From an optimization exercise on the open Yosys and OpenROAD flow, aimed at small area and a short achievable clock period; shortcuts taken in it are not production practice. Function was not checked in any run shown here: the RTL went through the layout flow alone. Power is estimated from default activity; no workload was simulated.

==> flow/design.v (outline; a module is shown in full before it is edited, if it fits) <==
// module MAC_R0_0_16: 191 lines
// module MAC_R0_16_17: 248 lines
// module MAC_R0_17_18: 248 lines
// module MAC_R0_18_18: 248 lines
// module MAC_RN_0_16: 191 lines
// module MAC_RN_16_17: 248 lines
// module MAC_RN_17_18: 248 lines
// module MAC_RN_18_18: 248 lines
// module MMU: 47 lines
module MMU #(parameter depth=4, bit_width=8, acc_width=32, size=4)
(
   input          clk,
   input          control,
   input  [31:0]  data_arr,
   input  [31:0]  wt_arr,
   output [127:0] acc_out
);
  // ...
==> flow/run.sh <==
#!/bin/bash
# synth_recipe.tcl (not shown) runs the flow's synth.tcl, then flattens the netlist and writes it again
# the make line also repeats each setting of config.mk as NAME=value (left out here)
make -C /OpenROAD-flow-scripts/flow DESIGN_CONFIG=/design/flow/config.mk WORK_HOME=/design/flow/orfs CLKGATE_MAP_FILE= SYNTH_SCRIPT=/design/flow/synth_recipe.tcl finish
==> flow/config.mk <==
export PLATFORM = sky130hd
export DESIGN_NAME = MMU
export DESIGN_NICKNAME = MMU
export VERILOG_FILES = /design/flow/design.v
export SDC_FILE = /design/flow/constraint.sdc
export NUM_CORES = 4
export LEC_CHECK = 0
export CAP_MARGIN = 20
export CORE_MARGIN = 2
export CORE_UTILIZATION = 40
export SETUP_SLACK_MARGIN = 4.0
export SLEW_MARGIN = 20
==> flow/constraint.sdc <==
create_clock -name core_clock -period 7.0 [get_ports {clk}]
set_input_delay 1.4000 -clock core_clock [delete_from_list [all_inputs] [get_ports {clk}]]
set_output_delay 1.4000 -clock core_clock [all_outputs]
set_load 0.01 [all_outputs]
==> parameters.txt, run 1 <==
Parameter                              Value

Run status
  Result of the run ... timing/DRC/antenna clean

Global routing
  Met3 layer usage reported by global route ... between 2 and 2.5%
  Number of antenna violations at the first check in global routing ... 1
  All-Layer GR Usage ... between 10% and 20%
  Total congestion overflow ... 0

Logic synthesis
  Commonest cells in the synthesized netlist ... 881 x sky130_fd_sc_hd__dfxtp_1, 843 x sky130_fd_sc_hd__and2_1, 732 x sky130_fd_sc_hd__fa_1
  XOR/XNOR Fraction of Synth Area ... 2.812%
  Combinational family with the most area after synthesis ... adder cells
  Synth Area in Compound Gates ... under 10%
  Post-Synthesis Mean Instance Area ... 11.16 µm²
  Synth top area share ... between 30% and 40%
  Synth Instances ... between 5000 and 6000

Die
  TAP cells ... 1903
  Core area ... 143700 µm²

Setup path
  Cell depth of the worst setup path ... 11
  Worst Setup EP ... row[0].g0.u_c1.acc_out[16]
  Crit. End Element ... register
  Reg2Reg Capture Point ... row[0].g0.u_c1.acc_out[16]

Cells and area
  Clock buffers and inverters, area share ... between 5 and 6%
  Final Core Density ... around 46%
  Area taken by multi-input logic gates ... 34790 µm²
  Share of cells above drive strength 1 ... under 10%
  Number of combinational gates with multiple inputs ... 3635
  Final net count ... between 6000 and 7000
  Number of antenna cells inserted ... 0

Clocking
  Clock slew at reported path FFs ... around 0.060 ns
  Clock tree from TritonCTS ... built

Detailed routing
  Routed length per instance ... ~16 µm
  Routed via count divided by cell count ... roughly 4.7
  Routed WL ... around 120000 µm
  Met1 Routed Length ... 57620 µm
  Detail Route met2 WL ... 55800 µm

Power
  Largest vdd supply drop ... approximately 0.25 mV
  Proportion of power drawn by flip-flops and latches ... 35.9%
  Sequential Power ... 7.25 mW
  Net switching component of the power ... a little under 7 mW
  Reported combinational group power ... between 6 and 7 mW

Timing
  Total negative slack for setup checks ... 0 ns
  Worst hold slack ... about 0.45 ns
  Timing-limited maximum frequency ... about 0.30 GHz
  Rel. slew slack ... 36.70%

Hold path
  Start point of the worst hold path ... row[0].g0.u_c0.m[0]

Place
  Number of buffers inserted by port buffering ... 137
==> module MAC_R0_0_16, before the edit <==
module MAC_R0_0_16 (
   input              clk,
   input              ld,
   input              clr,
   input      [7:0]   x,
   input      [7:0]   wt_in,
   output reg [7:0]   wt_out,
   output reg [15:0]  acc_out
);
   wire [63:0] pp;
   genvar i;
   generate for (i = 0; i < 64; i = i + 1) begin : g_pp
      assign pp[i] = x[i/8] & wt_out[i%8];
   end endgenerate
   reg [39:0] m;    
   wire p_s1;
   wire p_c2;
   wire p_s3;
   wire p_c4;
   wire p_s5;
   wire p_c6;
   wire p_s7;
   wire p_c8;
   wire p_s9;
   wire p_c10;
   wire p_s11;
   wire p_c12;
   wire p_s13;
   wire p_c14;
   wire p_s15;
   wire p_c16;
   wire p_s17;
   wire p_c18;
   wire p_s19;
   wire p_c20;
   wire p_s21;
   wire p_c22;
   wire p_s23;
   wire p_c24;
   wire p_s25;
   wire p_c26;
   wire p_s27;
   wire p_c28;
   wire p_s29;
   wire p_c30;
   wire p_s31;
   wire p_c32;
   wire p_s33;
   wire p_c34;
   wire p_s35;
   wire p_c36;
   wire p_s37;
   wire p_c38;
   wire p_s39;
   wire p_c40;
   wire p_s41;
   wire p_c42;
   wire p_s43;
   wire p_c44;
   wire p_s45;
   wire p_c46;
   wire p_s47;
   wire p_c48;
   wire p_s49;
   wire p_c50;
   wire p_s51;
   wire p_c52;
   wire p_s53;
   wire p_c54;
   wire p_s55;
   wire p_c56;
   wire p_s57;
   wire p_c58;
   wire p_s59;
   wire p_c60;
   wire q_s1;
   wire q_c2;
   wire q_s3;
   wire q_c4;
   wire q_s5;
   wire q_c6;
   wire q_s7;
   wire q_c8;
   wire q_s9;
   wire q_c10;
   wire q_s11;
   wire q_c12;
   wire q_s13;
   wire q_c14;
   wire q_s15;
   wire q_c16;
   wire q_s17;
   wire q_c18;
   wire q_s19;
   wire q_c20;
   wire q_s21;
   wire q_c22;
   wire q_s23;
   wire q_c24;
   assign p_s1 = pp[6] ^ pp[13];
   assign p_c2 = pp[6] & pp[13];
   assign p_s3 = pp[7] ^ pp[14] ^ pp[21];
   assign p_c4 = (pp[7] & pp[14]) | (pp[7] & pp[21]) | (pp[14] & pp[21]);
   assign p_s5 = pp[28] ^ pp[35];
   assign p_c6 = pp[28] & pp[35];
   assign p_s7 = pp[15] ^ pp[22] ^ pp[29];
   assign p_c8 = (pp[15] & pp[22]) | (pp[15] & pp[29]) | (pp[22] & pp[29]);
   assign p_s9 = pp[36] ^ pp[43];
   assign p_c10 = pp[36] & pp[43];
   assign p_s11 = pp[23] ^ pp[30] ^ pp[37];
   assign p_c12 = (pp[23] & pp[30]) | (pp[23] & pp[37]) | (pp[30] & pp[37]);
   assign p_s13 = pp[4] ^ pp[11];
   assign p_c14 = pp[4] & pp[11];
   assign p_s15 = pp[5] ^ pp[12] ^ pp[19];
   assign p_c16 = (pp[5] & pp[12]) | (pp[5] & pp[19]) | (pp[12] & pp[19]);
   assign p_s17 = pp[26] ^ pp[33];
   assign p_c18 = pp[26] & pp[33];
   assign p_s19 = p_s1 ^ pp[20] ^ pp[27];
   assign p_c20 = (p_s1 & pp[20]) | (p_s1 & pp[27]) | (pp[20] & pp[27]);
   assign p_s21 = pp[34] ^ pp[41] ^ pp[48];
   assign p_c22 = (pp[34] & pp[41]) | (pp[34] & pp[48]) | (pp[41] & pp[48]);
   assign p_s23 = p_c2 ^ p_s3 ^ p_s5;
   assign p_c24 = (p_c2 & p_s3) | (p_c2 & p_s5) | (p_s3 & p_s5);
   assign p_s25 = pp[42] ^ pp[49] ^ pp[56];
   assign p_c26 = (pp[42] & pp[49]) | (pp[42] & pp[56]) | (pp[49] & pp[56]);
   assign p_s27 = p_c4 ^ p_c6 ^ p_s7;
   assign p_c28 = (p_c4 & p_c6) | (p_c4 & p_s7) | (p_c6 & p_s7);
   assign p_s29 = p_s9 ^ pp[50] ^ pp[57];
   assign p_c30 = (p_s9 & pp[50]) | (p_s9 & pp[57]) | (pp[50] & pp[57]);
   assign p_s31 = p_c8 ^ p_c10 ^ p_s11;
   assign p_c32 = (p_c8 & p_c10) | (p_c8 & p_s11) | (p_c10 & p_s11);
   assign p_s33 = pp[44] ^ pp[51] ^ pp[58];
   assign p_c34 = (pp[44] & pp[51]) | (pp[44] & pp[58]) | (pp[51] & pp[58]);
   assign p_s35 = p_c12 ^ pp[31] ^ pp[38];
   assign p_c36 = (p_c12 & pp[31]) | (p_c12 & pp[38]) | (pp[31] & pp[38]);
   assign p_s37 = pp[45] ^ pp[52] ^ pp[59];
   assign p_c38 = (pp[45] & pp[52]) | (pp[45] & pp[59]) | (pp[52] & pp[59]);
   assign p_s39 = pp[39] ^ pp[46] ^ pp[53];
   assign p_c40 = (pp[39] & pp[46]) | (pp[39] & pp[53]) | (pp[46] & pp[53]);
   assign p_s41 = pp[3] ^ pp[10];
   assign p_c42 = pp[3] & pp[10];
   assign p_s43 = p_s13 ^ pp[18] ^ pp[25];
   assign p_c44 = (p_s13 & pp[18]) | (p_s13 & pp[25]) | (pp[18] & pp[25]);
   assign p_s45 = p_c14 ^ p_s15 ^ p_s17;
   assign p_c46 = (p_c14 & p_s15) | (p_c14 & p_s17) | (p_s15 & p_s17);
   assign p_s47 = p_c16 ^ p_c18 ^ p_s19;
   assign p_c48 = (p_c16 & p_c18) | (p_c16 & p_s19) | (p_c18 & p_s19);
   assign p_s49 = p_c20 ^ p_c22 ^ p_s23;
   assign p_c50 = (p_c20 & p_c22) | (p_c20 & p_s23) | (p_c22 & p_s23);
   assign p_s51 = p_c24 ^ p_c26 ^ p_s27;
   assign p_c52 = (p_c24 & p_c26) | (p_c24 & p_s27) | (p_c26 & p_s27);
   assign p_s53 = p_c28 ^ p_c30 ^ p_s31;
   assign p_c54 = (p_c28 & p_c30) | (p_c28 & p_s31) | (p_c30 & p_s31);
   assign p_s55 = p_c32 ^ p_c34 ^ p_s35;
   assign p_c56 = (p_c32 & p_c34) | (p_c32 & p_s35) | (p_c34 & p_s35);
   assign p_s57 = p_c36 ^ p_c38 ^ p_s39;
   assign p_c58 = (p_c36 & p_c38) | (p_c36 & p_s39) | (p_c38 & p_s39);
   assign p_s59 = p_c40 ^ pp[47] ^ pp[54];
   assign p_c60 = (p_c40 & pp[47]) | (p_c40 & pp[54]) | (pp[47] & pp[54]);
   assign q_s1 = m[3] ^ m[4];
   assign q_c2 = m[3] & m[4];
   assign q_s3 = m[6] ^ m[7] ^ m[8];
   assign q_c4 = (m[6] & m[7]) | (m[6] & m[8]) | (m[7] & m[8]);
   assign q_s5 = m[9] ^ m[10] ^ m[11];
   assign q_c6 = (m[9] & m[10]) | (m[9] & m[11]) | (m[10] & m[11]);
   assign q_s7 = m[12] ^ m[13] ^ m[14];
   assign q_c8 = (m[12] & m[13]) | (m[12] & m[14]) | (m[13] & m[14]);
   assign q_s9 = m[15] ^ m[16] ^ m[17];
   assign q_c10 = (m[15] & m[16]) | (m[15] & m[17]) | (m[16] & m[17]);
   assign q_s11 = m[18] ^ m[19] ^ m[20];
   assign q_c12 = (m[18] & m[19]) | (m[18] & m[20]) | (m[19] & m[20]);
   assign q_s13 = m[21] ^ m[22] ^ m[23];
   assign q_c14 = (m[21] & m[22]) | (m[21] & m[23]) | (m[22] & m[23]);
   assign q_s15 = m[24] ^ m[25] ^ m[26];
   assign q_c16 = (m[24] & m[25]) | (m[24] & m[26]) | (m[25] & m[26]);
   assign q_s17 = m[27] ^ m[28] ^ m[29];
   assign q_c18 = (m[27] & m[28]) | (m[27] & m[29]) | (m[28] & m[29]);
   assign q_s19 = m[30] ^ m[31] ^ m[32];
   assign q_c20 = (m[30] & m[31]) | (m[30] & m[32]) | (m[31] & m[32]);
   assign q_s21 = m[33] ^ m[34] ^ m[35];
   assign q_c22 = (m[33] & m[34]) | (m[33] & m[35]) | (m[34] & m[35]);
   assign q_s23 = m[36] ^ m[37] ^ m[38];
   assign q_c24 = (m[36] & m[37]) | (m[36] & m[38]) | (m[37] & m[38]);
   wire [15:0] ra = {1'b0, q_c24, q_c22, q_c20, q_c18, q_c16, q_c14, q_c12, q_c10, q_c8, q_c6, q_c4, q_c2, q_s1, m[1], m[0]};
   wire [15:0] rb = {1'b0, m[39], q_s23, q_s21, q_s19, q_s17, q_s15, q_s13, q_s11, q_s9, q_s7, q_s5, q_s3, m[5], m[2], 1'b0};
   always @(posedge clk) begin
      if (ld) wt_out <= wt_in;
      m <= {pp[63], pp[62], pp[55], p_c60, pp[61], p_s59, p_c58, pp[60], p_s57, p_c56, p_s37, p_s55, p_c54, p_s33, p_s53, p_c52, p_s29, p_s51, p_c50, p_s25, p_s49, p_c48, p_s21, p_s47, p_c46, pp[40], p_s45, p_c44, pp[32], p_s43, p_c42, pp[24], pp[17], p_s41, pp[16], pp[9], pp[2], pp[8], pp[1], pp[0]};
      acc_out <= clr ? 16'd0 : ra + rb;
   end
endmodule
==> run 2, diff against run 1 <==
--- a/flow/design.v
+++ b/flow/design.v
@@ -14,5 +14,5 @@
       assign pp[i] = x[i/8] & wt_out[i%8];
    end endgenerate
-   reg [39:0] m;    
+   reg [28:0] m;    
    wire p_s1;
    wire p_c2;
@@ -75,28 +75,28 @@
    wire p_s59;
    wire p_c60;
-   wire q_s1;
-   wire q_c2;
-   wire q_s3;
-   wire q_c4;
-   wire q_s5;
-   wire q_c6;
-   wire q_s7;
-   wire q_c8;
-   wire q_s9;
-   wire q_c10;
-   wire q_s11;
-   wire q_c12;
-   wire q_s13;
-   wire q_c14;
-   wire q_s15;
-   wire q_c16;
-   wire q_s17;
-   wire q_c18;
-   wire q_s19;
-   wire q_c20;
-   wire q_s21;
-   wire q_c22;
-   wire q_s23;
-   wire q_c24;
+   wire p_s61;
+   wire p_c62;
+   wire p_s63;
+   wire p_c64;
+   wire p_s65;
+   wire p_c66;
+   wire p_s67;
+   wire p_c68;
+   wire p_s69;
+   wire p_c70;
+   wire p_s71;
+   wire p_c72;
+   wire p_s73;
+   wire p_c74;
+   wire p_s75;
+   wire p_c76;
+   wire p_s77;
+   wire p_c78;
+   wire p_s79;
+   wire p_c80;
+   wire p_s81;
+   wire p_c82;
+   wire p_s83;
+   wire p_c84;
    assign p_s1 = pp[6] ^ pp[13];
    assign p_c2 = pp[6] & pp[13];
@@ -159,33 +159,33 @@
    assign p_s59 = p_c40 ^ pp[47] ^ pp[54];
    assign p_c60 = (p_c40 & pp[47]) | (p_c40 & pp[54]) | (pp[47] & pp[54]);
-   assign q_s1 = m[3] ^ m[4];
-   assign q_c2 = m[3] & m[4];
-   assign q_s3 = m[6] ^ m[7] ^ m[8];
-   assign q_c4 = (m[6] & m[7]) | (m[6] & m[8]) | (m[7] & m[8]);
-   assign q_s5 = m[9] ^ m[10] ^ m[11];
-   assign q_c6 = (m[9] & m[10]) | (m[9] & m[11]) | (m[10] & m[11]);
-   assign q_s7 = m[12] ^ m[13] ^ m[14];
-   assign q_c8 = (m[12] & m[13]) | (m[12] & m[14]) | (m[13] & m[14]);
-   assign q_s9 = m[15] ^ m[16] ^ m[17];
-   assign q_c10 = (m[15] & m[16]) | (m[15] & m[17]) | (m[16] & m[17]);
-   assign q_s11 = m[18] ^ m[19] ^ m[20];
-   assign q_c12 = (m[18] & m[19]) | (m[18] & m[20]) | (m[19] & m[20]);
-   assign q_s13 = m[21] ^ m[22] ^ m[23];
-   assign q_c14 = (m[21] & m[22]) | (m[21] & m[23]) | (m[22] & m[23]);
-   assign q_s15 = m[24] ^ m[25] ^ m[26];
-   assign q_c16 = (m[24] & m[25]) | (m[24] & m[26]) | (m[25] & m[26]);
-   assign q_s17 = m[27] ^ m[28] ^ m[29];
-   assign q_c18 = (m[27] & m[28]) | (m[27] & m[29]) | (m[28] & m[29]);
-   assign q_s19 = m[30] ^ m[31] ^ m[32];
-   assign q_c20 = (m[30] & m[31]) | (m[30] & m[32]) | (m[31] & m[32]);
-   assign q_s21 = m[33] ^ m[34] ^ m[35];
-   assign q_c22 = (m[33] & m[34]) | (m[33] & m[35]) | (m[34] & m[35]);
-   assign q_s23 = m[36] ^ m[37] ^ m[38];
-   assign q_c24 = (m[36] & m[37]) | (m[36] & m[38]) | (m[37] & m[38]);
-   wire [15:0] ra = {1'b0, q_c24, q_c22, q_c20, q_c18, q_c16, q_c14, q_c12, q_c10, q_c8, q_c6, q_c4, q_c2, q_s1, m[1], m[0]};
-   wire [15:0] rb = {1'b0, m[39], q_s23, q_s21, q_s19, q_s17, q_s15, q_s13, q_s11, q_s9, q_s7, q_s5, q_s3, m[5], m[2], 1'b0};
+   assign p_s61 = pp[2] ^ pp[9];
+   assign p_c62 = pp[2] & pp[9];
+   assign p_s63 = p_s41 ^ pp[17] ^ pp[24];
+   assign p_c64 = (p_s41 & pp[17]) | (p_s41 & pp[24]) | (pp[17] & pp[24]);
+   assign p_s65 = p_c42 ^ p_s43 ^ pp[32];
+   assign p_c66 = (p_c42 & p_s43) | (p_c42 & pp[32]) | (p_s43 & pp[32]);
+   assign p_s67 = p_c44 ^ p_s45 ^ pp[40];
+   assign p_c68 = (p_c44 & p_s45) | (p_c44 & pp[40]) | (p_s45 & pp[40]);
+   assign p_s69 = p_c46 ^ p_s47 ^ p_s21;
+   assign p_c70 = (p_c46 & p_s47) | (p_c46 & p_s21) | (p_s47 & p_s21);
+   assign p_s71 = p_c48 ^ p_s49 ^ p_s25;
+   assign p_c72 = (p_c48 & p_s49) | (p_c48 & p_s25) | (p_s49 & p_s25);
+   assign p_s73 = p_c50 ^ p_s51 ^ p_s29;
+   assign p_c74 = (p_c50 & p_s51) | (p_c50 & p_s29) | (p_s51 & p_s29);
+   assign p_s75 = p_c52 ^ p_s53 ^ p_s33;
+   assign p_c76 = (p_c52 & p_s53) | (p_c52 & p_s33) | (p_s53 & p_s33);
+   assign p_s77 = p_c54 ^ p_s55 ^ p_s37;
+   assign p_c78 = (p_c54 & p_s55) | (p_c54 & p_s37) | (p_s55 & p_s37);
+   assign p_s79 = p_c56 ^ p_s57 ^ pp[60];
+   assign p_c80 = (p_c56 & p_s57) | (p_c56 & pp[60]) | (p_s57 & pp[60]);
+   assign p_s81 = p_c58 ^ p_s59 ^ pp[61];
+   assign p_c82 = (p_c58 & p_s59) | (p_c58 & pp[61]) | (p_s59 & pp[61]);
+   assign p_s83 = p_c60 ^ pp[55] ^ pp[62];
+   assign p_c84 = (p_c60 & pp[55]) | (p_c60 & pp[62]) | (pp[55] & pp[62]);
+   wire [15:0] ra = {1'b0, m[27], m[25], m[23], m[21], m[19], m[17], m[15], m[13], m[11], m[9], m[7], m[5], m[3], m[1], m[0]};
+   wire [15:0] rb = {1'b0, m[28], m[26], m[24], m[22], m[20], m[18], m[16], m[14], m[12], m[10], m[8], m[6], m[4], m[2], 1'b0};
    always @(posedge clk) begin
       if (ld) wt_out <= wt_in;
-      m <= {pp[63], pp[62], pp[55], p_c60, pp[61], p_s59, p_c58, pp[60], p_s57, p_c56, p_s37, p_s55, p_c54, p_s33, p_s53, p_c52, p_s29, p_s51, p_c50, p_s25, p_s49, p_c48, p_s21, p_s47, p_c46, pp[40], p_s45, p_c44, pp[32], p_s43, p_c42, pp[24], pp[17], p_s41, pp[16], pp[9], pp[2], pp[8], pp[1], pp[0]};
+      m <= {pp[63], p_c84, p_s83, p_c82, p_s81, p_c80, p_s79, p_c78, p_s77, p_c76, p_s75, p_c74, p_s73, p_c72, p_s71, p_c70, p_s69, p_c68, p_s67, p_c66, p_s65, p_c64, p_s63, p_c62, pp[16], p_s61, pp[8], pp[1], pp[0]};
       acc_out <= clr ? 16'd0 : ra + rb;
    end
@@ -206,5 +206,5 @@
       assign pp[i] = x[i/8] & wt_out[i%8];
    end endgenerate
-   reg [39:0] m;    
+   reg [28:0] m;    
    wire p_s1;
    wire p_c2;
@@ -267,4 +267,28 @@
    wire p_s59;
    wire p_c60;
+   wire p_s61;
+   wire p_c62;
+   wire p_s63;
+   wire p_c64;
+   wire p_s65;
+   wire p_c66;
+   wire p_s67;
+   wire p_c68;
+   wire p_s69;
+   wire p_c70;
+   wire p_s71;
+   wire p_c72;
+   wire p_s73;
+   wire p_c74;
+   wire p_s75;
+   wire p_c76;
+   wire p_s77;
+   wire p_c78;
+   wire p_s79;
+   wire p_c80;
+   wire p_s81;
+   wire p_c82;
+   wire p_s83;
+   wire p_c84;
    wire q_s1;
    wire q_c2;
@@ -295,28 +319,4 @@
    wire q_s27;
    wire q_c28;
-   wire q_s29;
-   wire q_c30;
-   wire q_s31;
-   wire q_c32;
-   wire q_s33;
-   wire q_c34;
-   wire q_s35;
-   wire q_c36;
-   wire q_s37;
-   wire q_c38;
-   wire q_s39;
-   wire q_c40;
-   wire q_s41;
-   wire q_c42;
-   wire q_s43;
-   wire q_c44;
-   wire q_s45;
-   wire q_c46;
-   wire q_s47;
-   wire q_c48;
-   wire q_s49;
-   wire q_c50;
-   wire q_s51;
-   wire q_c52;
    assign p_s1 = pp[6] ^ pp[13];
    assign p_c2 = pp[6] & pp[13];
@@ -379,61 +379,61 @@
    assign p_s59 = p_c40 ^ pp[47] ^ pp[54];
    assign p_c60 = (p_c40 & pp[47]) | (p_c40 & pp[54]) | (pp[47] & pp[54]);
-   assign q_s1 = m[3] ^ m[4];
-   assign q_c2 = m[3] & m[4];
-   assign q_s3 = m[6] ^ m[7] ^ m[8];
-   assign q_c4 = (m[6] & m[7]) | (m[6] & m[8]) | (m[7] & m[8]);
-   assign q_s5 = m[9] ^ m[10] ^ m[11];
-   assign q_c6 = (m[9] & m[10]) | (m[9] & m[11]) | (m[10] & m[11]);
-   assign q_s7 = m[12] ^ m[13] ^ m[14];
-   assign q_c8 = (m[12] & m[13]) | (m[12] & m[14]) | (m[13] & m[14]);
-   assign q_s9 = m[15] ^ m[16] ^ m[17];
-   assign q_c10 = (m[15] & m[16]) | (m[15] & m[17]) | (m[16] & m[17]);
-   assign q_s11 = m[18] ^ m[19] ^ m[20];
-   assign q_c12 = (m[18] & m[19]) | (m[18] & m[20]) | (m[19] & m[20]);
-   assign q_s13 = m[21] ^ m[22] ^ m[23];
-   assign q_c14 = (m[21] & m[22]) | (m[21] & m[23]) | (m[22] & m[23]);
-   assign q_s15 = m[24] ^ m[25] ^ m[26];
-   assign q_c16 = (m[24] & m[25]) | (m[24] & m[26]) | (m[25] & m[26]);
-   assign q_s17 = m[27] ^ m[28] ^ m[29];
-   assign q_c18 = (m[27] & m[28]) | (m[27] & m[29]) | (m[28] & m[29]);
-   assign q_s19 = m[30] ^ m[31] ^ m[32];
-   assign q_c20 = (m[30] & m[31]) | (m[30] & m[32]) | (m[31] & m[32]);
-   assign q_s21 = m[33] ^ m[34] ^ m[35];
-   assign q_c22 = (m[33] & m[34]) | (m[33] & m[35]) | (m[34] & m[35]);
-   assign q_s23 = m[36] ^ m[37] ^ m[38];
-   assign q_c24 = (m[36] & m[37]) | (m[36] & m[38]) | (m[37] & m[38]);
-   assign q_s25 = m[1] ^ m[2];
-   assign q_c26 = m[1] & m[2];
-   assign q_s27 = q_s1 ^ m[5] ^ acc_in[2];
-   assign q_c28 = (q_s1 & m[5]) | (q_s1 & acc_in[2]) | (m[5] & acc_in[2]);
-   assign q_s29 = q_c2 ^ q_s3 ^ acc_in[3];
-   assign q_c30 = (q_c2 & q_s3) | (q_c2 & acc_in[3]) | (q_s3 & acc_in[3]);
-   assign q_s31 = q_c4 ^ q_s5 ^ acc_in[4];
-   assign q_c32 = (q_c4 & q_s5) | (q_c4 & acc_in[4]) | (q_s5 & acc_in[4]);
-   assign q_s33 = q_c6 ^ q_s7 ^ acc_in[5];
-   assign q_c34 = (q_c6 & q_s7) | (q_c6 & acc_in[5]) | (q_s7 & acc_in[5]);
-   assign q_s35 = q_c8 ^ q_s9 ^ acc_in[6];
-   assign q_c36 = (q_c8 & q_s9) | (q_c8 & acc_in[6]) | (q_s9 & acc_in[6]);
-   assign q_s37 = q_c10 ^ q_s11 ^ acc_in[7];
-   assign q_c38 = (q_c10 & q_s11) | (q_c10 & acc_in[7]) | (q_s11 & acc_in[7]);
-   assign q_s39 = q_c12 ^ q_s13 ^ acc_in[8];
-   assign q_c40 = (q_c12 & q_s13) | (q_c12 & acc_in[8]) | (q_s13 & acc_in[8]);
-   assign q_s41 = q_c14 ^ q_s15 ^ acc_in[9];
-   assign q_c42 = (q_c14 & q_s15) | (q_c14 & acc_in[9]) | (q_s15 & acc_in[9]);
-   assign q_s43 = q_c16 ^ q_s17 ^ acc_in[10];
-   assign q_c44 = (q_c16 & q_s17) | (q_c16 & acc_in[10]) | (q_s17 & acc_in[10]);
-   assign q_s45 = q_c18 ^ q_s19 ^ acc_in[11];
-   assign q_c46 = (q_c18 & q_s19) | (q_c18 & acc_in[11]) | (q_s19 & acc_in[11]);
-   assign q_s47 = q_c20 ^ q_s21 ^ acc_in[12];
-   assign q_c48 = (q_c20 & q_s21) | (q_c20 & acc_in[12]) | (q_s21 & acc_in[12]);
-   assign q_s49 = q_c22 ^ q_s23 ^ acc_in[13];
-   assign q_c50 = (q_c22 & q_s23) | (q_c22 & acc_in[13]) | (q_s23 & acc_in[13]);
-   assign q_s51 = q_c24 ^ m[39] ^ acc_in[14];
-   assign q_c52 = (q_c24 & m[39]) | (q_c24 & acc_in[14]) | (m[39] & acc_in[14]);
-   wire [16:0] ra = {1'b0, q_c52, q_c50, q_c48, q_c46, q_c44, q_c42, q_c40, q_c38, q_c36, q_c34, q_c32, q_c30, q_c28, q_c26, q_s25, m[0]};
-   wire [16:0] rb = {1'b0, acc_in[15], q_s51, q_s49, q_s47, q_s45, q_s43, q_s41, q_s39, q_s37, q_s35, q_s33, q_s31, q_s29, q_s27, acc_in[1], acc_in[0]};
+   assign p_s61 = pp[2] ^ pp[9];
+   assign p_c62 = pp[2] & pp[9];
+   assign p_s63 = p_s41 ^ pp[17] ^ pp[24];
+   assign p_c64 = (p_s41 & pp[17]) | (p_s41 & pp[24]) | (pp[17] & pp[24]);
+   assign p_s65 = p_c42 ^ p_s43 ^ pp[32];
+   assign p_c66 = (p_c42 & p_s43) | (p_c42 & pp[32]) | (p_s43 & pp[32]);
+   assign p_s67 = p_c44 ^ p_s45 ^ pp[40];
+   assign p_c68 = (p_c44 & p_s45) | (p_c44 & pp[40]) | (p_s45 & pp[40]);
+   assign p_s69 = p_c46 ^ p_s47 ^ p_s21;
+   assign p_c70 = (p_c46 & p_s47) | (p_c46 & p_s21) | (p_s47 & p_s21);
+   assign p_s71 = p_c48 ^ p_s49 ^ p_s25;
+   assign p_c72 = (p_c48 & p_s49) | (p_c48 & p_s25) | (p_s49 & p_s25);
+   assign p_s73 = p_c50 ^ p_s51 ^ p_s29;
+   assign p_c74 = (p_c50 & p_s51) | (p_c50 & p_s29) | (p_s51 & p_s29);
+   assign p_s75 = p_c52 ^ p_s53 ^ p_s33;
+   assign p_c76 = (p_c52 & p_s53) | (p_c52 & p_s33) | (p_s53 & p_s33);
+   assign p_s77 = p_c54 ^ p_s55 ^ p_s37;
+   assign p_c78 = (p_c54 & p_s55) | (p_c54 & p_s37) | (p_s55 & p_s37);
+   assign p_s79 = p_c56 ^ p_s57 ^ pp[60];
+   assign p_c80 = (p_c56 & p_s57) | (p_c56 & pp[60]) | (p_s57 & pp[60]);
+   assign p_s81 = p_c58 ^ p_s59 ^ pp[61];
+   assign p_c82 = (p_c58 & p_s59) | (p_c58 & pp[61]) | (p_s59 & pp[61]);
+   assign p_s83 = p_c60 ^ pp[55] ^ pp[62];
+   assign p_c84 = (p_c60 & pp[55]) | (p_c60 & pp[62]) | (pp[55] & pp[62]);
+   assign q_s1 = m[1] ^ m[2];
+   assign q_c2 = m[1] & m[2];
+   assign q_s3 = m[3] ^ m[4] ^ acc_in[2];
+   assign q_c4 = (m[3] & m[4]) | (m[3] & acc_in[2]) | (m[4] & acc_in[2]);
+   assign q_s5 = m[5] ^ m[6] ^ acc_in[3];
+   assign q_c6 = (m[5] & m[6]) | (m[5] & acc_in[3]) | (m[6] & acc_in[3]);
+   assign q_s7 = m[7] ^ m[8] ^ acc_in[4];
+   assign q_c8 = (m[7] & m[8]) | (m[7] & acc_in[4]) | (m[8] & acc_in[4]);
+   assign q_s9 = m[9] ^ m[10] ^ acc_in[5];
+   assign q_c10 = (m[9] & m[10]) | (m[9] & acc_in[5]) | (m[10] & acc_in[5]);
+   assign q_s11 = m[11] ^ m[12] ^ acc_in[6];
+   assign q_c12 = (m[11] & m[12]) | (m[11] & acc_in[6]) | (m[12] & acc_in[6]);
+   assign q_s13 = m[13] ^ m[14] ^ acc_in[7];
+   assign q_c14 = (m[13] & m[14]) | (m[13] & acc_in[7]) | (m[14] & acc_in[7]);
+   assign q_s15 = m[15] ^ m[16] ^ acc_in[8];
+   assign q_c16 = (m[15] & m[16]) | (m[15] & acc_in[8]) | (m[16] & acc_in[8]);
+   assign q_s17 = m[17] ^ m[18] ^ acc_in[9];
+   assign q_c18 = (m[17] & m[18]) | (m[17] & acc_in[9]) | (m[18] & acc_in[9]);
+   assign q_s19 = m[19] ^ m[20] ^ acc_in[10];
+   assign q_c20 = (m[19] & m[20]) | (m[19] & acc_in[10]) | (m[20] & acc_in[10]);
+   assign q_s21 = m[21] ^ m[22] ^ acc_in[11];
+   assign q_c22 = (m[21] & m[22]) | (m[21] & acc_in[11]) | (m[22] & acc_in[11]);
+   assign q_s23 = m[23] ^ m[24] ^ acc_in[12];
+   assign q_c24 = (m[23] & m[24]) | (m[23] & acc_in[12]) | (m[24] & acc_in[12]);
+   assign q_s25 = m[25] ^ m[26] ^ acc_in[13];
+   assign q_c26 = (m[25] & m[26]) | (m[25] & acc_in[13]) | (m[26] & acc_in[13]);
+   assign q_s27 = m[27] ^ m[28] ^ acc_in[14];
+   assign q_c28 = (m[27] & m[28]) | (m[27] & acc_in[14]) | (m[28] & acc_in[14]);
+   wire [16:0] ra = {1'b0, q_c28, q_c26, q_c24, q_c22, q_c20, q_c18, q_c16, q_c14, q_c12, q_c10, q_c8, q_c6, q_c4, q_c2, q_s1, m[0]};
+   wire [16:0] rb = {1'b0, acc_in[15], q_s27, q_s25, q_s23, q_s21, q_s19, q_s17, q_s15, q_s13, q_s11, q_s9, q_s7, q_s5, q_s3, acc_in[1], acc_in[0]};
    always @(posedge clk) begin
       if (ld) wt_out <= wt_in;
-      m <= {pp[63], pp[62], pp[55], p_c60, pp[61], p_s59, p_c58, pp[60], p_s57, p_c56, p_s37, p_s55, p_c54, p_s33, p_s53, p_c52, p_s29, p_s51, p_c50, p_s25, p_s49, p_c48, p_s21, p_s47, p_c46, pp[40], p_s45, p_c44, pp[32], p_s43, p_c42, pp[24], pp[17], p_s41, pp[16], pp[9], pp[2], pp[8], pp[1], pp[0]};
+      m <= {pp[63], p_c84, p_s83, p_c82, p_s81, p_c80, p_s79, p_c78, p_s77, p_c76, p_s75, p_c74, p_s73, p_c72, p_s71, p_c70, p_s69, p_c68, p_s67, p_c66, p_s65, p_c64, p_s63, p_c62, pp[16], p_s61, pp[8], pp[1], pp[0]};
       acc_out <= clr ? 17'd0 : ra + rb;
    end
@@ -454,5 +454,5 @@
       assign pp[i] = x[i/8] & wt_out[i%8];
    end endgenerate
-   reg [39:0] m;    
+   reg [28:0] m;    
    wire p_s1;
    wire p_c2;
@@ -515,4 +515,28 @@
    wire p_s59;
    wire p_c60;
+   wire p_s61;
+   wire p_c62;
+   wire p_s63;
+   wire p_c64;
+   wire p_s65;
+   wire p_c66;
+   wire p_s67;
+   wire p_c68;
+   wire p_s69;
+   wire p_c70;
+   wire p_s71;
+   wire p_c72;
+   wire p_s73;
+   wire p_c74;
+   wire p_s75;
+   wire p_c76;
+   wire p_s77;
+   wire p_c78;
+   wire p_s79;
+   wire p_c80;
+   wire p_s81;
+   wire p_c82;
+   wire p_s83;
+   wire p_c84;
    wire q_s1;
    wire q_c2;
@@ -543,28 +567,4 @@
    wire q_s27;
    wire q_c28;
-   wire q_s29;
-   wire q_c30;
-   wire q_s31;
-   wire q_c32;
-   wire q_s33;
-   wire q_c34;
-   wire q_s35;
-   wire q_c36;
-   wire q_s37;
-   wire q_c38;
-   wire q_s39;
-   wire q_c40;
-   wire q_s41;
-   wire q_c42;
-   wire q_s43;
-   wire q_c44;
-   wire q_s45;
-   wire q_c46;
-   wire q_s47;
-   wire q_c48;
-   wire q_s49;
-   wire q_c50;
-   wire q_s51;
-   wire q_c52;
    assign p_s1 = pp[6] ^ pp[13];
    assign p_c2 = pp[6] & pp[13];
@@ -627,61 +627,61 @@
    assign p_s59 = p_c40 ^ pp[47] ^ pp[54];
    assign p_c60 = (p_c40 & pp[47]) | (p_c40 & pp[54]) | (pp[47] & pp[54]);
-   assign q_s1 = m[3] ^ m[4];
-   assign q_c2 = m[3] & m[4];
-   assign q_s3 = m[6] ^ m[7] ^ m[8];
-   assign q_c4 = (m[6] & m[7]) | (m[6] & m[8]) | (m[7] & m[8]);
-   assign q_s5 = m[9] ^ m[10] ^ m[11];
-   assign q_c6 = (m[9] & m[10]) | (m[9] & m[11]) | (m[10] & m[11]);
-   assign q_s7 = m[12] ^ m[13] ^ m[14];
-   assign q_c8 = (m[12] & m[13]) | (m[12] & m[14]) | (m[13] & m[14]);
-   assign q_s9 = m[15] ^ m[16] ^ m[17];
-   assign q_c10 = (m[15] & m[16]) | (m[15] & m[17]) | (m[16] & m[17]);
-   assign q_s11 = m[18] ^ m[19] ^ m[20];
-   assign q_c12 = (m[18] & m[19]) | (m[18] & m[20]) | (m[19] & m[20]);
-   assign q_s13 = m[21] ^ m[22] ^ m[23];
-   assign q_c14 = (m[21] & m[22]) | (m[21] & m[23]) | (m[22] & m[23]);
-   assign q_s15 = m[24] ^ m[25] ^ m[26];
-   assign q_c16 = (m[24] & m[25]) | (m[24] & m[26]) | (m[25] & m[26]);
-   assign q_s17 = m[27] ^ m[28] ^ m[29];
-   assign q_c18 = (m[27] & m[28]) | (m[27] & m[29]) | (m[28] & m[29]);
-   assign q_s19 = m[30] ^ m[31] ^ m[32];
-   assign q_c20 = (m[30] & m[31]) | (m[30] & m[32]) | (m[31] & m[32]);
-   assign q_s21 = m[33] ^ m[34] ^ m[35];
-   assign q_c22 = (m[33] & m[34]) | (m[33] & m[35]) | (m[34] & m[35]);
-   assign q_s23 = m[36] ^ m[37] ^ m[38];
-   assign q_c24 = (m[36] & m[37]) | (m[36] & m[38]) | (m[37] & m[38]);
-   assign q_s25 = m[1] ^ m[2];
-   assign q_c26 = m[1] & m[2];
-   assign q_s27 = q_s1 ^ m[5] ^ acc_in[2];
-   assign q_c28 = (q_s1 & m[5]) | (q_s1 & acc_in[2]) | (m[5] & acc_in[2]);
-   assign q_s29 = q_c2 ^ q_s3 ^ acc_in[3];
-   assign q_c30 = (q_c2 & q_s3) | (q_c2 & acc_in[3]) | (q_s3 & acc_in[3]);
-   assign q_s31 = q_c4 ^ q_s5 ^ acc_in[4];
-   assign q_c32 = (q_c4 & q_s5) | (q_c4 & acc_in[4]) | (q_s5 & acc_in[4]);
-   assign q_s33 = q_c6 ^ q_s7 ^ acc_in[5];
-   assign q_c34 = (q_c6 & q_s7) | (q_c6 & acc_in[5]) | (q_s7 & acc_in[5]);
-   assign q_s35 = q_c8 ^ q_s9 ^ acc_in[6];
-   assign q_c36 = (q_c8 & q_s9) | (q_c8 & acc_in[6]) | (q_s9 & acc_in[6]);
-   assign q_s37 = q_c10 ^ q_s11 ^ acc_in[7];
-   assign q_c38 = (q_c10 & q_s11) | (q_c10 & acc_in[7]) | (q_s11 & acc_in[7]);
-   assign q_s39 = q_c12 ^ q_s13 ^ acc_in[8];
-   assign q_c40 = (q_c12 & q_s13) | (q_c12 & acc_in[8]) | (q_s13 & acc_in[8]);
-   assign q_s41 = q_c14 ^ q_s15 ^ acc_in[9];
-   assign q_c42 = (q_c14 & q_s15) | (q_c14 & acc_in[9]) | (q_s15 & acc_in[9]);
-   assign q_s43 = q_c16 ^ q_s17 ^ acc_in[10];
-   assign q_c44 = (q_c16 & q_s17) | (q_c16 & acc_in[10]) | (q_s17 & acc_in[10]);
-   assign q_s45 = q_c18 ^ q_s19 ^ acc_in[11];
-   assign q_c46 = (q_c18 & q_s19) | (q_c18 & acc_in[11]) | (q_s19 & acc_in[11]);
-   assign q_s47 = q_c20 ^ q_s21 ^ acc_in[12];
-   assign q_c48 = (q_c20 & q_s21) | (q_c20 & acc_in[12]) | (q_s21 & acc_in[12]);
-   assign q_s49 = q_c22 ^ q_s23 ^ acc_in[13];
-   assign q_c50 = (q_c22 & q_s23) | (q_c22 & acc_in[13]) | (q_s23 & acc_in[13]);
-   assign q_s51 = q_c24 ^ m[39] ^ acc_in[14];
-   assign q_c52 = (q_c24 & m[39]) | (q_c24 & acc_in[14]) | (m[39] & acc_in[14]);
-   wire [17:0] ra = {1'b0, acc_in[16], q_c52, q_c50, q_c48, q_c46, q_c44, q_c42, q_c40, q_c38, q_c36, q_c34, q_c32, q_c30, q_c28, q_c26, q_s25, m[0]};
-   wire [17:0] rb = {1'b0, 1'b0, acc_in[15], q_s51, q_s49, q_s47, q_s45, q_s43, q_s41, q_s39, q_s37, q_s35, q_s33, q_s31, q_s29, q_s27, acc_in[1], acc_in[0]};
+   assign p_s61 = pp[2] ^ pp[9];
+   assign p_c62 = pp[2] & pp[9];
+   assign p_s63 = p_s41 ^ pp[17] ^ pp[24];
+   assign p_c64 = (p_s41 & pp[17]) | (p_s41 & pp[24]) | (pp[17] & pp[24]);
+   assign p_s65 = p_c42 ^ p_s43 ^ pp[32];
+   assign p_c66 = (p_c42 & p_s43) | (p_c42 & pp[32]) | (p_s43 & pp[32]);
+   assign p_s67 = p_c44 ^ p_s45 ^ pp[40];
+   assign p_c68 = (p_c44 & p_s45) | (p_c44 & pp[40]) | (p_s45 & pp[40]);
+   assign p_s69 = p_c46 ^ p_s47 ^ p_s21;
+   assign p_c70 = (p_c46 & p_s47) | (p_c46 & p_s21) | (p_s47 & p_s21);
+   assign p_s71 = p_c48 ^ p_s49 ^ p_s25;
+   assign p_c72 = (p_c48 & p_s49) | (p_c48 & p_s25) | (p_s49 & p_s25);
+   assign p_s73 = p_c50 ^ p_s51 ^ p_s29;
+   assign p_c74 = (p_c50 & p_s51) | (p_c50 & p_s29) | (p_s51 & p_s29);
+   assign p_s75 = p_c52 ^ p_s53 ^ p_s33;
+   assign p_c76 = (p_c52 & p_s53) | (p_c52 & p_s33) | (p_s53 & p_s33);
+   assign p_s77 = p_c54 ^ p_s55 ^ p_s37;
+   assign p_c78 = (p_c54 & p_s55) | (p_c54 & p_s37) | (p_s55 & p_s37);
+   assign p_s79 = p_c56 ^ p_s57 ^ pp[60];
+   assign p_c80 = (p_c56 & p_s57) | (p_c56 & pp[60]) | (p_s57 & pp[60]);
+   assign p_s81 = p_c58 ^ p_s59 ^ pp[61];
+   assign p_c82 = (p_c58 & p_s59) | (p_c58 & pp[61]) | (p_s59 & pp[61]);
+   assign p_s83 = p_c60 ^ pp[55] ^ pp[62];
+   assign p_c84 = (p_c60 & pp[55]) | (p_c60 & pp[62]) | (pp[55] & pp[62]);
+   assign q_s1 = m[1] ^ m[2];
+   assign q_c2 = m[1] & m[2];
+   assign q_s3 = m[3] ^ m[4] ^ acc_in[2];
+   assign q_c4 = (m[3] & m[4]) | (m[3] & acc_in[2]) | (m[4] & acc_in[2]);
+   assign q_s5 = m[5] ^ m[6] ^ acc_in[3];
+   assign q_c6 = (m[5] & m[6]) | (m[5] & acc_in[3]) | (m[6] & acc_in[3]);
+   assign q_s7 = m[7] ^ m[8] ^ acc_in[4];
+   assign q_c8 = (m[7] & m[8]) | (m[7] & acc_in[4]) | (m[8] & acc_in[4]);
+   assign q_s9 = m[9] ^ m[10] ^ acc_in[5];
+   assign q_c10 = (m[9] & m[10]) | (m[9] & acc_in[5]) | (m[10] & acc_in[5]);
+   assign q_s11 = m[11] ^ m[12] ^ acc_in[6];
+   assign q_c12 = (m[11] & m[12]) | (m[11] & acc_in[6]) | (m[12] & acc_in[6]);
+   assign q_s13 = m[13] ^ m[14] ^ acc_in[7];
+   assign q_c14 = (m[13] & m[14]) | (m[13] & acc_in[7]) | (m[14] & acc_in[7]);
+   assign q_s15 = m[15] ^ m[16] ^ acc_in[8];
+   assign q_c16 = (m[15] & m[16]) | (m[15] & acc_in[8]) | (m[16] & acc_in[8]);
+   assign q_s17 = m[17] ^ m[18] ^ acc_in[9];
+   assign q_c18 = (m[17] & m[18]) | (m[17] & acc_in[9]) | (m[18] & acc_in[9]);
+   assign q_s19 = m[19] ^ m[20] ^ acc_in[10];
+   assign q_c20 = (m[19] & m[20]) | (m[19] & acc_in[10]) | (m[20] & acc_in[10]);
+   assign q_s21 = m[21] ^ m[22] ^ acc_in[11];
+   assign q_c22 = (m[21] & m[22]) | (m[21] & acc_in[11]) | (m[22] & acc_in[11]);
+   assign q_s23 = m[23] ^ m[24] ^ acc_in[12];
+   assign q_c24 = (m[23] & m[24]) | (m[23] & acc_in[12]) | (m[24] & acc_in[12]);
+   assign q_s25 = m[25] ^ m[26] ^ acc_in[13];
+   assign q_c26 = (m[25] & m[26]) | (m[25] & acc_in[13]) | (m[26] & acc_in[13]);
+   assign q_s27 = m[27] ^ m[28] ^ acc_in[14];
+   assign q_c28 = (m[27] & m[28]) | (m[27] & acc_in[14]) | (m[28] & acc_in[14]);
+   wire [17:0] ra = {1'b0, acc_in[16], q_c28, q_c26, q_c24, q_c22, q_c20, q_c18, q_c16, q_c14, q_c12, q_c10, q_c8, q_c6, q_c4, q_c2, q_s1, m[0]};
+   wire [17:0] rb = {1'b0, 1'b0, acc_in[15], q_s27, q_s25, q_s23, q_s21, q_s19, q_s17, q_s15, q_s13, q_s11, q_s9, q_s7, q_s5, q_s3, acc_in[1], acc_in[0]};
    always @(posedge clk) begin
       if (ld) wt_out <= wt_in;
-      m <= {pp[63], pp[62], pp[55], p_c60, pp[61], p_s59, p_c58, pp[60], p_s57, p_c56, p_s37, p_s55, p_c54, p_s33, p_s53, p_c52, p_s29, p_s51, p_c50, p_s25, p_s49, p_c48, p_s21, p_s47, p_c46, pp[40], p_s45, p_c44, pp[32], p_s43, p_c42, pp[24], pp[17], p_s41, pp[16], pp[9], pp[2], pp[8], pp[1], pp[0]};
+      m <= {pp[63], p_c84, p_s83, p_c82, p_s81, p_c80, p_s79, p_c78, p_s77, p_c76, p_s75, p_c74, p_s73, p_c72, p_s71, p_c70, p_s69, p_c68, p_s67, p_c66, p_s65, p_c64, p_s63, p_c62, pp[16], p_s61, pp[8], pp[1], pp[0]};
       acc_out <= clr ? 18'd0 : ra + rb;
    end
@@ -702,5 +702,5 @@
       assign pp[i] = x[i/8] & wt_out[i%8];
    end endgenerate
-   reg [39:0] m;    
+   reg [28:0] m;    
    wire p_s1;
    wire p_c2;
@@ -763,4 +763,28 @@
    wire p_s59;
    wire p_c60;
+   wire p_s61;
+   wire p_c62;
+   wire p_s63;
+   wire p_c64;
+   wire p_s65;
+   wire p_c66;
+   wire p_s67;
+   wire p_c68;
+   wire p_s69;
+   wire p_c70;
+   wire p_s71;
+   wire p_c72;
+   wire p_s73;
+   wire p_c74;
+   wire p_s75;
+   wire p_c76;
+   wire p_s77;
+   wire p_c78;
+   wire p_s79;
+   wire p_c80;
+   wire p_s81;
+   wire p_c82;
+   wire p_s83;
+   wire p_c84;
    wire q_s1;
    wire q_c2;
@@ -791,28 +815,4 @@
    wire q_s27;
    wire q_c28;
-   wire q_s29;
-   wire q_c30;
-   wire q_s31;
-   wire q_c32;
-   wire q_s33;
-   wire q_c34;
-   wire q_s35;
-   wire q_c36;
-   wire q_s37;
-   wire q_c38;
-   wire q_s39;
-   wire q_c40;
-   wire q_s41;
-   wire q_c42;
-   wire q_s43;
-   wire q_c44;
-   wire q_s45;
-   wire q_c46;
-   wire q_s47;
-   wire q_c48;
-   wire q_s49;
-   wire q_c50;
-   wire q_s51;
-   wire q_c52;
    assign p_s1 = pp[6] ^ pp[13];
    assign p_c2 = pp[6] & pp[13];
@@ -875,61 +875,61 @@
    assign p_s59 = p_c40 ^ pp[47] ^ pp[54];
    assign p_c60 = (p_c40 & pp[47]) | (p_c40 & pp[54]) | (pp[47] & pp[54]);
-   assign q_s1 = m[3] ^ m[4];
-   assign q_c2 = m[3] & m[4];
-   assign q_s3 = m[6] ^ m[7] ^ m[8];
-   assign q_c4 = (m[6] & m[7]) | (m[6] & m[8]) | (m[7] & m[8]);
-   assign q_s5 = m[9] ^ m[10] ^ m[11];
-   assign q_c6 = (m[9] & m[10]) | (m[9] & m[11]) | (m[10] & m[11]);
-   assign q_s7 = m[12] ^ m[13] ^ m[14];
-   assign q_c8 = (m[12] & m[13]) | (m[12] & m[14]) | (m[13] & m[14]);
-   assign q_s9 = m[15] ^ m[16] ^ m[17];
-   assign q_c10 = (m[15] & m[16]) | (m[15] & m[17]) | (m[16] & m[17]);
-   assign q_s11 = m[18] ^ m[19] ^ m[20];
-   assign q_c12 = (m[18] & m[19]) | (m[18] & m[20]) | (m[19] & m[20]);
-   assign q_s13 = m[21] ^ m[22] ^ m[23];
-   assign q_c14 = (m[21] & m[22]) | (m[21] & m[23]) | (m[22] & m[23]);
-   assign q_s15 = m[24] ^ m[25] ^ m[26];
-   assign q_c16 = (m[24] & m[25]) | (m[24] & m[26]) | (m[25] & m[26]);
-   assign q_s17 = m[27] ^ m[28] ^ m[29];
-   assign q_c18 = (m[27] & m[28]) | (m[27] & m[29]) | (m[28] & m[29]);
-   assign q_s19 = m[30] ^ m[31] ^ m[32];
-   assign q_c20 = (m[30] & m[31]) | (m[30] & m[32]) | (m[31] & m[32]);
-   assign q_s21 = m[33] ^ m[34] ^ m[35];
-   assign q_c22 = (m[33] & m[34]) | (m[33] & m[35]) | (m[34] & m[35]);
-   assign q_s23 = m[36] ^ m[37] ^ m[38];
-   assign q_c24 = (m[36] & m[37]) | (m[36] & m[38]) | (m[37] & m[38]);
-   assign q_s25 = m[1] ^ m[2];
-   assign q_c26 = m[1] & m[2];
-   assign q_s27 = q_s1 ^ m[5] ^ acc_in[2];
-   assign q_c28 = (q_s1 & m[5]) | (q_s1 & acc_in[2]) | (m[5] & acc_in[2]);
-   assign q_s29 = q_c2 ^ q_s3 ^ acc_in[3];
-   assign q_c30 = (q_c2 & q_s3) | (q_c2 & acc_in[3]) | (q_s3 & acc_in[3]);
-   assign q_s31 = q_c4 ^ q_s5 ^ acc_in[4];
-   assign q_c32 = (q_c4 & q_s5) | (q_c4 & acc_in[4]) | (q_s5 & acc_in[4]);
-   assign q_s33 = q_c6 ^ q_s7 ^ acc_in[5];
-   assign q_c34 = (q_c6 & q_s7) | (q_c6 & acc_in[5]) | (q_s7 & acc_in[5]);
-   assign q_s35 = q_c8 ^ q_s9 ^ acc_in[6];
-   assign q_c36 = (q_c8 & q_s9) | (q_c8 & acc_in[6]) | (q_s9 & acc_in[6]);
-   assign q_s37 = q_c10 ^ q_s11 ^ acc_in[7];
-   assign q_c38 = (q_c10 & q_s11) | (q_c10 & acc_in[7]) | (q_s11 & acc_in[7]);
-   assign q_s39 = q_c12 ^ q_s13 ^ acc_in[8];
-   assign q_c40 = (q_c12 & q_s13) | (q_c12 & acc_in[8]) | (q_s13 & acc_in[8]);
-   assign q_s41 = q_c14 ^ q_s15 ^ acc_in[9];
-   assign q_c42 = (q_c14 & q_s15) | (q_c14 & acc_in[9]) | (q_s15 & acc_in[9]);
-   assign q_s43 = q_c16 ^ q_s17 ^ acc_in[10];
-   assign q_c44 = (q_c16 & q_s17) | (q_c16 & acc_in[10]) | (q_s17 & acc_in[10]);
-   assign q_s45 = q_c18 ^ q_s19 ^ acc_in[11];
-   assign q_c46 = (q_c18 & q_s19) | (q_c18 & acc_in[11]) | (q_s19 & acc_in[11]);
-   assign q_s47 = q_c20 ^ q_s21 ^ acc_in[12];
-   assign q_c48 = (q_c20 & q_s21) | (q_c20 & acc_in[12]) | (q_s21 & acc_in[12]);
-   assign q_s49 = q_c22 ^ q_s23 ^ acc_in[13];
-   assign q_c50 = (q_c22 & q_s23) | (q_c22 & acc_in[13]) | (q_s23 & acc_in[13]);
-   assign q_s51 = q_c24 ^ m[39] ^ acc_in[14];
-   assign q_c52 = (q_c24 & m[39]) | (q_c24 & acc_in[14]) | (m[39] & acc_in[14]);
-   wire [17:0] ra = {acc_in[17], acc_in[16], q_c52, q_c50, q_c48, q_c46, q_c44, q_c42, q_c40, q_c38, q_c36, q_c34, q_c32, q_c30, q_c28, q_c26, q_s25, m[0]};
-   wire [17:0] rb = {1'b0, 1'b0, acc_in[15], q_s51, q_s49, q_s47, q_s45, q_s43, q_s41, q_s39, q_s37, q_s35, q_s33, q_s31, q_s29, q_s27, acc_in[1], acc_in[0]};
+   assign p_s61 = pp[2] ^ pp[9];
+   assign p_c62 = pp[2] & pp[9];
+   assign p_s63 = p_s41 ^ pp[17] ^ pp[24];
+   assign p_c64 = (p_s41 & pp[17]) | (p_s41 & pp[24]) | (pp[17] & pp[24]);
+   assign p_s65 = p_c42 ^ p_s43 ^ pp[32];
+   assign p_c66 = (p_c42 & p_s43) | (p_c42 & pp[32]) | (p_s43 & pp[32]);
+   assign p_s67 = p_c44 ^ p_s45 ^ pp[40];
+   assign p_c68 = (p_c44 & p_s45) | (p_c44 & pp[40]) | (p_s45 & pp[40]);
+   assign p_s69 = p_c46 ^ p_s47 ^ p_s21;
+   assign p_c70 = (p_c46 & p_s47) | (p_c46 & p_s21) | (p_s47 & p_s21);
+   assign p_s71 = p_c48 ^ p_s49 ^ p_s25;
+   assign p_c72 = (p_c48 & p_s49) | (p_c48 & p_s25) | (p_s49 & p_s25);
+   assign p_s73 = p_c50 ^ p_s51 ^ p_s29;
+   assign p_c74 = (p_c50 & p_s51) | (p_c50 & p_s29) | (p_s51 & p_s29);
+   assign p_s75 = p_c52 ^ p_s53 ^ p_s33;
+   assign p_c76 = (p_c52 & p_s53) | (p_c52 & p_s33) | (p_s53 & p_s33);
+   assign p_s77 = p_c54 ^ p_s55 ^ p_s37;
+   assign p_c78 = (p_c54 & p_s55) | (p_c54 & p_s37) | (p_s55 & p_s37);
+   assign p_s79 = p_c56 ^ p_s57 ^ pp[60];
+   assign p_c80 = (p_c56 & p_s57) | (p_c56 & pp[60]) | (p_s57 & pp[60]);
+   assign p_s81 = p_c58 ^ p_s59 ^ pp[61];
+   assign p_c82 = (p_c58 & p_s59) | (p_c58 & pp[61]) | (p_s59 & pp[61]);
+   assign p_s83 = p_c60 ^ pp[55] ^ pp[62];
+   assign p_c84 = (p_c60 & pp[55]) | (p_c60 & pp[62]) | (pp[55] & pp[62]);
+   assign q_s1 = m[1] ^ m[2];
+   assign q_c2 = m[1] & m[2];
+   assign q_s3 = m[3] ^ m[4] ^ acc_in[2];
+   assign q_c4 = (m[3] & m[4]) | (m[3] & acc_in[2]) | (m[4] & acc_in[2]);
+   assign q_s5 = m[5] ^ m[6] ^ acc_in[3];
+   assign q_c6 = (m[5] & m[6]) | (m[5] & acc_in[3]) | (m[6] & acc_in[3]);
+   assign q_s7 = m[7] ^ m[8] ^ acc_in[4];
+   assign q_c8 = (m[7] & m[8]) | (m[7] & acc_in[4]) | (m[8] & acc_in[4]);
+   assign q_s9 = m[9] ^ m[10] ^ acc_in[5];
+   assign q_c10 = (m[9] & m[10]) | (m[9] & acc_in[5]) | (m[10] & acc_in[5]);
+   assign q_s11 = m[11] ^ m[12] ^ acc_in[6];
+   assign q_c12 = (m[11] & m[12]) | (m[11] & acc_in[6]) | (m[12] & acc_in[6]);
+   assign q_s13 = m[13] ^ m[14] ^ acc_in[7];
+   assign q_c14 = (m[13] & m[14]) | (m[13] & acc_in[7]) | (m[14] & acc_in[7]);
+   assign q_s15 = m[15] ^ m[16] ^ acc_in[8];
+   assign q_c16 = (m[15] & m[16]) | (m[15] & acc_in[8]) | (m[16] & acc_in[8]);
+   assign q_s17 = m[17] ^ m[18] ^ acc_in[9];
+   assign q_c18 = (m[17] & m[18]) | (m[17] & acc_in[9]) | (m[18] & acc_in[9]);
+   assign q_s19 = m[19] ^ m[20] ^ acc_in[10];
+   assign q_c20 = (m[19] & m[20]) | (m[19] & acc_in[10]) | (m[20] & acc_in[10]);
+   assign q_s21 = m[21] ^ m[22] ^ acc_in[11];
+   assign q_c22 = (m[21] & m[22]) | (m[21] & acc_in[11]) | (m[22] & acc_in[11]);
+   assign q_s23 = m[23] ^ m[24] ^ acc_in[12];
+   assign q_c24 = (m[23] & m[24]) | (m[23] & acc_in[12]) | (m[24] & acc_in[12]);
+   assign q_s25 = m[25] ^ m[26] ^ acc_in[13];
+   assign q_c26 = (m[25] & m[26]) | (m[25] & acc_in[13]) | (m[26] & acc_in[13]);
+   assign q_s27 = m[27] ^ m[28] ^ acc_in[14];
+   assign q_c28 = (m[27] & m[28]) | (m[27] & acc_in[14]) | (m[28] & acc_in[14]);
+   wire [17:0] ra = {acc_in[17], acc_in[16], q_c28, q_c26, q_c24, q_c22, q_c20, q_c18, q_c16, q_c14, q_c12, q_c10, q_c8, q_c6, q_c4, q_c2, q_s1, m[0]};
+   wire [17:0] rb = {1'b0, 1'b0, acc_in[15], q_s27, q_s25, q_s23, q_s21, q_s19, q_s17, q_s15, q_s13, q_s11, q_s9, q_s7, q_s5, q_s3, acc_in[1], acc_in[0]};
    always @(posedge clk) begin
       if (ld) wt_out <= wt_in;
-      m <= {pp[63], pp[62], pp[55], p_c60, pp[61], p_s59, p_c58, pp[60], p_s57, p_c56, p_s37, p_s55, p_c54, p_s33, p_s53, p_c52, p_s29, p_s51, p_c50, p_s25, p_s49, p_c48, p_s21, p_s47, p_c46, pp[40], p_s45, p_c44, pp[32], p_s43, p_c42, pp[24], pp[17], p_s41, pp[16], pp[9], pp[2], pp[8], pp[1], pp[0]};
+      m <= {pp[63], p_c84, p_s83, p_c82, p_s81, p_c80, p_s79, p_c78, p_s77, p_c76, p_s75, p_c74, p_s73, p_c72, p_s71, p_c70, p_s69, p_c68, p_s67, p_c66, p_s65, p_c64, p_s63, p_c62, pp[16], p_s61, pp[8], pp[1], pp[0]};
       acc_out <= clr ? 18'd0 : ra + rb;
    end
--- a/flow/config.mk
+++ b/flow/config.mk
@@ -9,4 +9,4 @@
 export CORE_MARGIN = 2
 export CORE_UTILIZATION = 40
-export SETUP_SLACK_MARGIN = 4.0
+export SETUP_SLACK_MARGIN = 4.2
 export SLEW_MARGIN = 20
==> run 2 against run 1 <==
Clock skew up 0.0081 ns. Design area increased by 2.8%. Global-route usage up 0.069 points. Die area fell by 0.30%. Utilization up 1.4 points. Synthesized area shrank 0.31%. Clock-buffer cell count fell by 4. Non-clock buffer count increased by 102. Final cell count grew 3.2%. Still clean on timing, DRC and antenna. Sequential share of layout area decreased by 2.1 points.
==> parameters.txt, run 2 <==
Parameter                              Value

Timing
  Unrepaired setup endpoints after global routing ... true
  Final count of negative-setup-slack endpoints ... 0
  Timing-limited maximum frequency ... 0.3301 GHz (+9.5%)
  Final critical-path setup slack ... 3.970 ns
  Rel. slew slack ... 29.13% (-7.6 points)
  Max-slew violations ... 0
  Clock tree skew after final layout ... slightly above 0.03 ns
  Slew at the pin closest to its max-slew limit ... 1.063 ns
  Final period demand of the worst path ... 3.030 ns
  Period utilisation layout ... between 40 and 50%
  Total negative slack for setup checks ... 0 ns (unchanged)
  Final hold vios ... 0

Clocking
  Clock buffers created by TritonCTS ... about 110
  Clock root buffer ... sky130_fd_sc_hd__clkbuf_16
  Number of clock sinks ... 965
  Max clock buf depth ... 3
  Clock slew at reported path FFs ... 0.06 ns (about the same)
  H-tree levels ... 3
  Clock latency at the later pin of the worst-skew pair ... 0.74 ns
  Clock tree from TritonCTS ... built

Global routing
  Pin count of the biggest net entering global routing ... between 100 and 150
  Number of antenna violations at the first check in global routing ... 4 (+3)
  All-Layer GR Usage ... 16.70% (+0.069 points)
  Via count of the first global-routing pass ... ~38000
  Total congestion overflow ... 0 (unchanged)
  Global-route wire length before repair ... 200000 µm

Cells and area
  Final net count ... 6857 (+3.6%)
  Max FFs per register ... 96
  Layout area overhead ... 17.80%
  Most common library cell in the layout ignoring fill and taps ... sky130_fd_sc_hd__dfxtp_1
  Most used cells in the layout excluding fill and tap cells ... 770 x sky130_fd_sc_hd__dfxtp_1, 642 x sky130_fd_sc_hd__fa_1, 632 x sky130_fd_sc_hd__and2_1, 597 x sky130_fd_sc_hd__inv_1, 351 x sky130_fd_sc_hd__nand2_1
  Top reg by flops ... d
  Share of cells above drive strength 1 ... 15.40% (+8.6 points)
  Number of antenna cells inserted ... 0 (unchanged)

Logic synthesis
  Post-Synthesis Mean Instance Area ... 10.83 µm² (-2.9%)
  Commonest cells in the synthesized netlist ... 837 x sky130_fd_sc_hd__dfxtp_1, 759 x sky130_fd_sc_hd__and2_1, 732 x sky130_fd_sc_hd__fa_1
  Synth top area share ... 29.01% (-1.4 points)
  Yosys warns ... 10
  Largest cells by area after synthesis ... sky130_fd_sc_hd__dfxtp_1 29%, sky130_fd_sc_hd__fa_1 25%, sky130_fd_sc_hd__and2_1 8.2%
  Mapped cell area ... between 50000 and 60000 µm²
  Synth area leader ... sky130_fd_sc_hd__dfxtp_1
  Synth Instances ... 5332 (+2.7%)
  Most used DFF post-synth ... sky130_fd_sc_hd__dfxtp_1
  Share of synthesized area occupied by flip-flops and latches ... 35.67%
  FFs w/ async S/R, synth ... 0%
  Total of flip-flops plus latches after synthesis ... around 970
  Count of different cell masters after synthesis ... between 80 and 90
  Count leader, synth ... sky130_fd_sc_hd__dfxtp_1
  Number of enable-type register cells in the synthesized netlist ... between 100 and 150

Place
  Dpl hpwl ... roughly 91000 µm
  Placement-stage worst setup slack ... 2.583 ns
  Number of buffers inserted by port buffering ... 137 (unchanged)
  Final Wtd Congestion ... around 0.82

Setup path
  Crit. Startpoint ... data_arr[26]
  Worst Setup Path Type ... input pin to register
  Startpoint kind of the worst setup timing path ... input pin
  Critical path data required time ... 7.66 ns
  Startpoint of the worst-slack reg-to-reg timing path ... row[2].gn.u_c0.acc_out[2]
  Crit. End Element ... register
  Worst Path Arrival ... approximately 3.7 ns
  Number of cells on the worst reg-to-reg path ... 11
  Reg2Reg Capture Point ... row[2].gn.u_c1.acc_out[14]
  Crit-path max FO ... 8
  Setup slack, reg-to-reg ... 4.03 ns

Power
  Largest vdd supply drop ... 0.2168 mV (-15%)
  Total power density per cell area ... around 300 nW/µm²
  LEAKAGE ... about 31 nW

Die
  Die span in y ... approximately 380 µm
  Top Ports ... 194
  Die width ... ~380 µm
  Number of placement rows ... about 140
  Initial Util ... between 40% and 50%
  Area of the die ... about 150000 µm²
  Core area ... 143500 µm² (-0.12%)

Run
  Maximum capacitance violations ... 0

Detailed routing
  DRC violation count after routing ... 0
  Routed via count divided by cell count ... 4.691 (-0.44%)
  Routed WL ... 120700 µm (+0.55%)
  Number of nets with antenna violations after routing ... 0
  Via count ... between 30000 and 40000
  Initial drt markers ... between 1000 and 1500
  Count of TritonRoute iterations in the first routing pass ... 5
  Routed length per instance ... 15.70 µm (-2.5%)

Hold path
  Worst hold-check path type ... register to register
  Endpoint of the worst hold path ... row[2].gn.u_c0.acc_out[0]
  Number of cells on the worst hold path ... 1
  Start point of the worst hold path ... row[2].gn.u_c0.m[0]

Run status
  Result of the run ... timing/DRC/antenna clean
[run 2: cell types whose count changed in the layout (fill, tap and decap cells not counted), moves of 98 or more]
| cell | change |
|---|---|
| sky130_fd_sc_hd__and2_1 | -205 |
| sky130_fd_sc_hd__and2_4 | +121 |
| sky130_fd_sc_hd__dfxtp_1 | -106 |
| sky130_fd_sc_hd__buf_4 | +98 |
| sky130_fd_sc_hd__inv_1 | +98 |
[run 2: layout make-up]
class                   instances  area (µm²)
fillers                     13150       75440
multi-input cells            3680       35960
flip-flops and latches        965       20690
clock buffers                 138        3097
repair buffers                295        2599
well taps                    1903        2381
inverters                     634        2380
clock inverters                73       932.1
[run 2: kinds of logic (layout without fill, tap and decap cells)]
family                   count (synthesis)  after routing  synth area share [%]
AND/OR/NAND/NOR                       1787           1787                 16.58
multiplexers                            27             27                0.5221
flip-flops                             965            965                 35.67
XOR/XNOR                               144            144                 2.184
adder cells (fa/ha/maj)               1104           1104                 33.43
other                                    1             56              0.006493
buffers and inverters                  742           1140                 5.212
AO/OA/AOI/OAI                          562            562                 6.395
[run 2: critical path: stages]
cell and delay [ns]:
sky130_fd_sc_hd__buf_12 0.11, sky130_fd_sc_hd__and2_4 0.13, sky130_fd_sc_hd__fa_2 0.47, sky130_fd_sc_hd__fa_1 0.50, sky130_fd_sc_hd__inv_1 0.05, sky130_fd_sc_hd__fa_1 0.47, sky130_fd_sc_hd__inv_1 0.05, sky130_fd_sc_hd__fa_2 0.50
[run 2: what timing repair did]
| action | 4_1_cts | 5_1_grt |
|---|---|---|
| hold buffers | 0 | 0 |
| gates cloned | 2 | 0 |
| pin swaps | 97 | 162 |
| resized for setup | 452 | 233 |
| buffers inserted | 93 | 58 |
| endpoints found under the setup margin | 291 | 192 |
[run 2: stage by stage]
step / cell area (µm²) / utilization [%] / total power [mW] / cells / hold WS, ns
floorplan: 58330 / - / 11.62 / 5387 / 0.4138
global placement: 61520 / 42.88 / 13.26 / 7324 / 0.4279
detailed placement: 61520 / 42.88 / 13.35 / 7324 / 0.4365
CTS: 66940 / 46.65 / 20.00 / 7630 / 0.4592
global route: 68040 / 47.42 / 21.60 / 7688 / 0.4699
finish: 68040 / 47.42 / 20.15 / 7688 / 0.4536
[run 2: how the worst max path moves through the flow]
stage | to | slack, ns | cells after the start
2_1_floorplan | row[0].g0.u_c3.m[18] | 3.42 | 7
3_3_place_gp | row[0].g0.u_c0.m[14] | 2.65 | 8
3_5_place_dp | row[0].g0.u_c3.m[14] | 2.58 | 8
4_1_cts | row[0].g0.u_c3.m[14] | 4.02 | 8
5_1_grt | row[2].gn.u_c1.acc_out[14] | 3.86 | 11
6_report | row[0].g0.u_c3.m[14] | 3.97 | 8
[run 2: report_power, final]
group	internal (mW)	switching [mW]
clock network	3.82	2.43
logic	3.10	3.75
registers	6.46	0.594
[run 2: metal layers]
metal	GRT usage [%]	up-vias	wire, µm
met4	4.582	6	2221
met2	26.84	461	55130
li1	-	17630	-
met5	0	-	31
met3	2.547	144	4231
met1	23.42	17820	59080

[what the ideal ports hide]
In the flow no input, the clock included, has a driving cell. The finished layouts below were timed again as built, in two steps. Step 1, drivers: a clkbuf_16 drives clk and a buf_2 each remaining input, both assumed. Step 2 times the ports against the registers' clock, not the clock port: input delays grow and output delays shrink by t, the midpoint of the rising clock arrivals with the driver on. Slacks: no drivers / after step 1 / after step 2; pairs: no drivers / after step 1.
run | t, ns | setup slack, ns | worst slew at a driven data input, ns
run 1 | 0.786 | 3.681 / 3.681 / 3.289 | 0.05
run 2 | 0.792 | 3.970 / 3.985 / 3.193 | 0.09
After both steps setup and hold are still met in every run listed. For run 2, which loses most, drivers alone change the setup slack by +0.015 ns; drivers and shift together by -0.777 ns.
